Background: an optimization exercise with open tools, aiming at small area. Do not read the settings as production practice. RTL that was checked went through simulation tests only; none was proved equivalent to the original. No activity file was given, so power comes from the tool's default toggle rates.

==> flow/design.v (excerpt) <==
module Top_Module_Controller_and_FIR(ADC,clk,Find_Setting, rst_n, LED_Drive,DC_Comp,LED_IR,LED_RED,PGA_Gain,Out_IR_Filtered,Out_RED_Filtered);
For scale: about 1700 cells after synthesis, roughly 510 flip-flops, ~0.021 mm2 of cells after synthesis.
clock: 10.0 ns
lec_check: 0
cap_margin: 20
core_margin: 2
core_utilization: 60
slew_margin: 20
synth_hierarchical: 1
standard.sh (not shown) runs the stock make flow with config.mk's settings and CLKGATE_MAP_FILE= SYNTH_SCRIPT=/design/flow/synth_recipe.tcl, a recipe that flattens the netlist after the stock synthesis.
==> flow/flow/run.sh <==
#!/bin/bash
# Layout flow: the standard ORFS flow (standard.sh: the standard synthesis,
# floorplan, power grid, tap cells, placement, CTS, routing), with two settings
# passed to it through the environment:
#  - every port still gets its own buffer, but the smallest one (buf_1);
#  - the clock tree uses clkbuf_8 sink clusters and no dummy loads.
# The whole make output goes to flow_make.log in this folder; ORFS also writes
# each step's log under orfs/logs/.
set -euo pipefail
export BUFFER_PORTS_ARGS="-buffer_cell sky130_fd_sc_hd__buf_1"
export CTS_ARGS="-sink_clustering_enable -repair_clock_nets -dont_use_dummy_load -buf_list sky130_fd_sc_hd__clkbuf_8 -sink_clustering_size 18 -sink_clustering_max_diameter 60"
bash standard.sh finish > flow_make.log 2>&1
Next try:
- ABC_AREA: not set -> 1
- CORE_UTILIZATION: 60 -> 68
Die area decreases by roughly a tenth; clock power shrinks slightly; combinational power grows to 8.1 times its value; critical path depth went up by 4.
Next try:
- ABC_AREA: 1 -> not set
- CAP_MARGIN: 20 -> 0
- CORE_UTILIZATION: 68 -> 60
- SLEW_MARGIN: 20 -> 0
Effect: Clock-buffer cell count rises by 1. Total power falls by 45%. Fmax falls by 1.3%. Synthesized area falls by 1.2%.
Next try:
- CAP_MARGIN: 0 -> 20
- CORE_UTILIZATION: 60 -> 75
- SLEW_MARGIN: 0 -> 20
Setup slack gains 22 ps.
Clock skew goes down by 38 ps.
First-iteration DRC count came out higher by 52%.
Non-clock buffer count goes up by 3.
Design area barely changes.
Clock-buffer cell count goes down by 2.
Die area shrinks by 20%.
Next try:
- CORE_UTILIZATION: 75 -> 50
What happened: Routed wire length increases by a few percent. Cell count increases by a little under a tenth. Area after synthesis stays the same. Via count decreases slightly. Flip-flop and latch count is unchanged. Setup slack improves by 45 ps.
Next try:
- CORE_UTILIZATION: 50 -> 65
What happened:
- worst hold slack gets better by 18 ps
- setup slack gets worse by 23 ps
- cell area decreases slightly
- synthesized cell count is unchanged
- utilization increases by 16 points

---

old:
Top_Module_Controller_and_FIR, a different RTL version from the one above (not shown whole).
Size in the first run: roughly 1600 cells after synthesis, about 510 flip-flops.
clock: 10.0 ns
lec_check: 0
cap_margin: 20
core_margin: 2
core_utilization: 60
slew_margin: 20
synth_hierarchical: 1
Scripts as last shown in full above: flow/flow/run.sh
old finished every step from synthesis to the final layout, and the layout passed the timing, design-rule and antenna checks.
diff inputs: old => new
- CORE_UTILIZATION changed from 60 to 68
Results
In the tables for new and old, largest vdd supply drop reads lower with new. Diff new and old: initial antenna violation count lower in old. Final-stage net count: new vs old — no meaningful difference. Wire: new routes less than old. new: worst slack at placement is 46 ps lower than what old reported. new against old: clock skew up 5.2 ps; total power flat; cell area down about 0.7%; critical-path maximum fanout up 2.
No run of this note included a check of the RTL's function; only the layout flow was run.

---

Top_Module_Controller_and_FIR, a different RTL version from the one above (not shown whole).
Size in the first run: ~1700 cells after synthesis, roughly 520 flip-flops, ~68 I/O pins, roughly 22000 sq um of cells after synthesis.
export LEC_CHECK = 0
export CAP_MARGIN = 20
export CORE_MARGIN = 2
export CORE_UTILIZATION = 60
export SLEW_MARGIN = 20
export SYNTH_HIERARCHICAL = 1
create_clock -name core_clock -period 10.0 [get_ports {clk}]
Scripts as last shown in full above: flow/flow/run.sh
The starting point finished with timing, DRC and antenna clean.
==> next run, changes <==
==> flow/run.sh (new file) <==
#!/bin/bash
# synth_recipe.tcl (not shown) runs the flow's synth.tcl, then flattens the netlist and writes it again
# the make line also repeats each setting of config.mk as NAME=value (left out here)
make -C /OpenROAD-flow-scripts/flow DESIGN_CONFIG=/design/flow/config.mk WORK_HOME=/design/flow/orfs CLKGATE_MAP_FILE= SYNTH_SCRIPT=/design/flow/synth_recipe.tcl finish
--- a/flow/config.mk
+++ b/flow/config.mk
@@ -9,4 +9,7 @@
 export CORE_MARGIN = 2
 export CORE_UTILIZATION = 60
+export CTS_BUF_LIST = sky130_fd_sc_hd__clkbuf_8
+export CTS_CLUSTER_DIAMETER = 60
+export CTS_CLUSTER_SIZE = 16
 export SLEW_MARGIN = 20
 export SYNTH_HIERARCHICAL = 1
removed: flow/flow/run.sh
removed: flow/standard.sh
Effect:
- The new run passed the timing, design-rule and antenna checks
- hold slack gains 0.027 ns
- sequential share of layout area went down by 1.1 points
- final area went up by a few percent
- synthesized cell count does not change
- sequential power is about the same
- setup slack barely changes
- global-route usage is about the same
- final cell count went up slightly
- flip-flop and latch count does not change

---

RTL: one of the versions met above, not the one the previous note started from.
Size in the first run: about 510 flip-flops.
Design Top_Module_Controller_and_FIR, start of the top module:
module Top_Module_Controller_and_FIR(ADC,clk,Find_Setting, rst_n, LED_Drive,DC_Comp,LED_IR,LED_RED,PGA_Gain,Out_IR_Filtered,Out_RED_Filtered);
==> flow/config.mk <==
export PLATFORM = sky130hd
export DESIGN_NAME = Top_Module_Controller_and_FIR
export DESIGN_NICKNAME = Top_Module_Controller_and_FIR
export VERILOG_FILES = /design/flow/design.v
export SDC_FILE = /design/flow/constraint.sdc
export NUM_CORES = 4
export LEC_CHECK = 0
export CAP_MARGIN = 20
export CORE_MARGIN = 2
export CORE_UTILIZATION = 68
export GPL_ROUTABILITY_DRIVEN = 0
export SLEW_MARGIN = 20
export SYNTH_HIERARCHICAL = 1
==> flow/constraint.sdc <==
create_clock -name core_clock -period 10.0 [get_ports {clk}]
set_input_delay 2.0000 -clock core_clock [delete_from_list [all_inputs] [get_ports {clk}]]
set_output_delay 2.0000 -clock core_clock [all_outputs]
set_load 0.01 [all_outputs]
==> flow/flow/run.sh <==
#!/bin/bash
# Layout flow: the standard ORFS flow (standard.sh: the standard synthesis,
# floorplan, power grid, tap cells, placement, CTS, routing), with two settings
# passed to it through the environment:
#  - every port still gets its own buffer, but the smallest one (buf_1);
#  - the clock tree uses clkbuf_8 sink clusters and no dummy loads.
# The whole make output goes to flow_make.log in this folder; ORFS also writes
# each step's log under orfs/logs/.
set -euo pipefail
export BUFFER_PORTS_ARGS="-buffer_cell sky130_fd_sc_hd__buf_1"
export CTS_ARGS="-sink_clustering_enable -repair_clock_nets -dont_use_dummy_load -buf_list sky130_fd_sc_hd__clkbuf_8 -sink_clustering_size 18 -sink_clustering_max_diameter 60"
bash standard.sh finish > flow_make.log 2>&1
Next try:
--- a/flow/flow/run.sh
+++ b/flow/flow/run.sh
@@ -11 +11 @@
-export CTS_ARGS="-sink_clustering_enable -repair_clock_nets -dont_use_dummy_load -buf_list sky130_fd_sc_hd__clkbuf_8 -sink_clustering_size 18 -sink_clustering_max_diameter 60"
+export CTS_ARGS="-sink_clustering_enable -repair_clock_nets -dont_use_dummy_load -buf_list sky130_fd_sc_hd__clkbuf_16 -sink_clustering_size 30 -sink_clustering_max_diameter 45"
- CORE_UTILIZATION: 68 -> 60
- GPL_ROUTABILITY_DRIVEN: 0 -> unset
=> Hold slack gets better by 0.0095 ns; final area goes up by about 3.2%; routed wire length rose by about 3%; core utilization goes down by 6.5 points; power went up by about 14%; register-to-register slack degrades by 0.03 ns.
Next try:
--- a/flow/flow/run.sh
+++ b/flow/flow/run.sh
@@ -6 +6,2 @@
-#  - the clock tree uses clkbuf_8 sink clusters and no dummy loads.
+#  - the clock tree uses clkbuf_8 sink clusters and no dummy loads;
+#  - timing-driven placement does not keep the buffers of its trial repairs.
@@ -11 +12,2 @@
-export CTS_ARGS="-sink_clustering_enable -repair_clock_nets -dont_use_dummy_load -buf_list sky130_fd_sc_hd__clkbuf_16 -sink_clustering_size 30 -sink_clustering_max_diameter 45"
+export CTS_ARGS="-sink_clustering_enable -repair_clock_nets -dont_use_dummy_load -buf_list sky130_fd_sc_hd__clkbuf_8 -sink_clustering_size 18 -sink_clustering_max_diameter 60"
+export GPL_KEEP_OVERFLOW=0
Utilization goes down by 1.1 points.
Register-to-register slack barely changes.
Maximum frequency stays flat.
Synthesized cell count does not change.
Non-clock buffer count goes down by 6.
Routed wire length climbs by 0.74%.
Final cell count drops by 0.41%.
Global-route usage rose by 0.18 points.
Total power went down by 11%.
Via count decreases by 0.84%.
Setup slack gains 0.0072 ns.
Next try:
--- a/flow/flow/run.sh
+++ b/flow/flow/run.sh
@@ -6,2 +6 @@
-#  - the clock tree uses clkbuf_8 sink clusters and no dummy loads;
-#  - timing-driven placement does not keep the buffers of its trial repairs.
+#  - the clock tree uses clkbuf_8 sink clusters and no dummy loads.
@@ -12,2 +11 @@
-export CTS_ARGS="-sink_clustering_enable -repair_clock_nets -dont_use_dummy_load -buf_list sky130_fd_sc_hd__clkbuf_8 -sink_clustering_size 18 -sink_clustering_max_diameter 60"
-export GPL_KEEP_OVERFLOW=0
+export CTS_ARGS="-sink_clustering_enable -repair_clock_nets -dont_use_dummy_load -buf_list sky130_fd_sc_hd__clkbuf_4 -root_buf sky130_fd_sc_hd__clkbuf_8 -tree_buf sky130_fd_sc_hd__clkbuf_8 -sink_clustering_size 12 -sink_clustering_max_diameter 40"
What happened: The changed run produced a clean layout; global-route usage is about the same; wire length drops by 0.69%; core utilization shrinks by 0.38 points; cell count is higher by 1.5%; total power barely changes; die area is unchanged; final area decreases by 0.58%; worst setup slack degrades by 0.033 ns; register-to-register slack loses 0.03 ns; synthesized area does not change; via count rises by 1.5%.
Next try:
--- a/flow/flow/run.sh
+++ b/flow/flow/run.sh
@@ -11 +11 @@
-export CTS_ARGS="-sink_clustering_enable -repair_clock_nets -dont_use_dummy_load -buf_list sky130_fd_sc_hd__clkbuf_4 -root_buf sky130_fd_sc_hd__clkbuf_8 -tree_buf sky130_fd_sc_hd__clkbuf_8 -sink_clustering_size 12 -sink_clustering_max_diameter 40"
+export CTS_ARGS="-sink_clustering_enable -repair_clock_nets -dont_use_dummy_load -buf_list sky130_fd_sc_hd__clkbuf_16 -sink_clustering_size 32 -sink_clustering_max_diameter 80"
- CORE_UTILIZATION: 60 -> 68
Outcome:
- combinational power came out lower by about 3%
- cell area came out lower by 0.73%
- global-route usage came out higher by 2.1 points
- worst setup slack is better by 0.11 ns
- first-iteration DRC count came out higher by 39%
Next try:
--- a/flow/flow/run.sh
+++ b/flow/flow/run.sh
@@ -11 +11 @@
-export CTS_ARGS="-sink_clustering_enable -repair_clock_nets -dont_use_dummy_load -buf_list sky130_fd_sc_hd__clkbuf_16 -sink_clustering_size 32 -sink_clustering_max_diameter 80"
+export CTS_ARGS="-sink_clustering_enable -repair_clock_nets -dont_use_dummy_load -buf_list sky130_fd_sc_hd__clkbuf_8 -sink_clustering_size 18 -sink_clustering_max_diameter 60"
What happened:
- power falls by 1.5%
- final cell count rises by 0.71%
- clock-buffer cell count rises by 15
- flip-flop and latch count is unchanged

[what the ideal ports hide]
In the flow no input, the clock included, has a driving cell. The finished layouts below were timed again as built, in two steps.
Step 1 assumes that a clkbuf_16 drives the clock port and a buf_2 every other input.
Step 2 adds t to the input delays and takes it off the output delays; t is the mean of the earliest and latest rising clock arrival at the registers after step 1. Input paths then give back, and output paths get back, about the clock's delay inside the block.
Three values: no drivers, after step 1, after step 2; two values: the first two.
run | shift t [ns] | setup slack, ns | slew at the worst register clock pin (ns)
the first run of note 1 | 0.643 | 0.255 / 0.255 / 0.255 | 0.11 / 0.11
the second run of note 1 | 0.617 | 0.384 / 0.384 / 0.384 | 0.11 / 0.11
the third run of note 1 | 0.642 | 0.259 / 0.259 / 0.259 | 0.11 / 0.11
the fourth run of note 1 | 0.589 | 0.281 / 0.281 / 0.281 | 0.11 / 0.11
the fifth run of note 1 | 0.641 | 0.326 / 0.326 / 0.326 | 0.11 / 0.11
the sixth run of note 1 | 0.611 | 0.303 / 0.303 / 0.303 | 0.11 / 0.11
old | 0.653 | 0.306 / 0.306 / 0.306 | 0.10 / 0.10
new | 0.595 | 0.275 / 0.275 / 0.275 | 0.11 / 0.11
the first run of note 3 | 0.653 | 0.295 / 0.295 / 0.295 | 0.11 / 0.11
the second run of note 3 | 0.666 | 0.292 / 0.292 / 0.292 | 0.10 / 0.10
the first run of note 4 | 0.597 | 0.314 / 0.314 / 0.314 | 0.11 / 0.11
the second run of note 4 | 0.613 | 0.285 / 0.285 / 0.285 | 0.10 / 0.10
the third run of note 4 | 0.639 | 0.292 / 0.292 / 0.292 | 0.11 / 0.11
the fourth run of note 4 | 0.640 | 0.259 / 0.259 / 0.259 | 0.12 / 0.12
the fifth run of note 4 | 0.589 | 0.373 / 0.373 / 0.373 | 0.12 / 0.12
the sixth run of note 4 | 0.599 | 0.369 / 0.369 / 0.369 | 0.11 / 0.11
After both steps setup and hold are still met in every run listed.
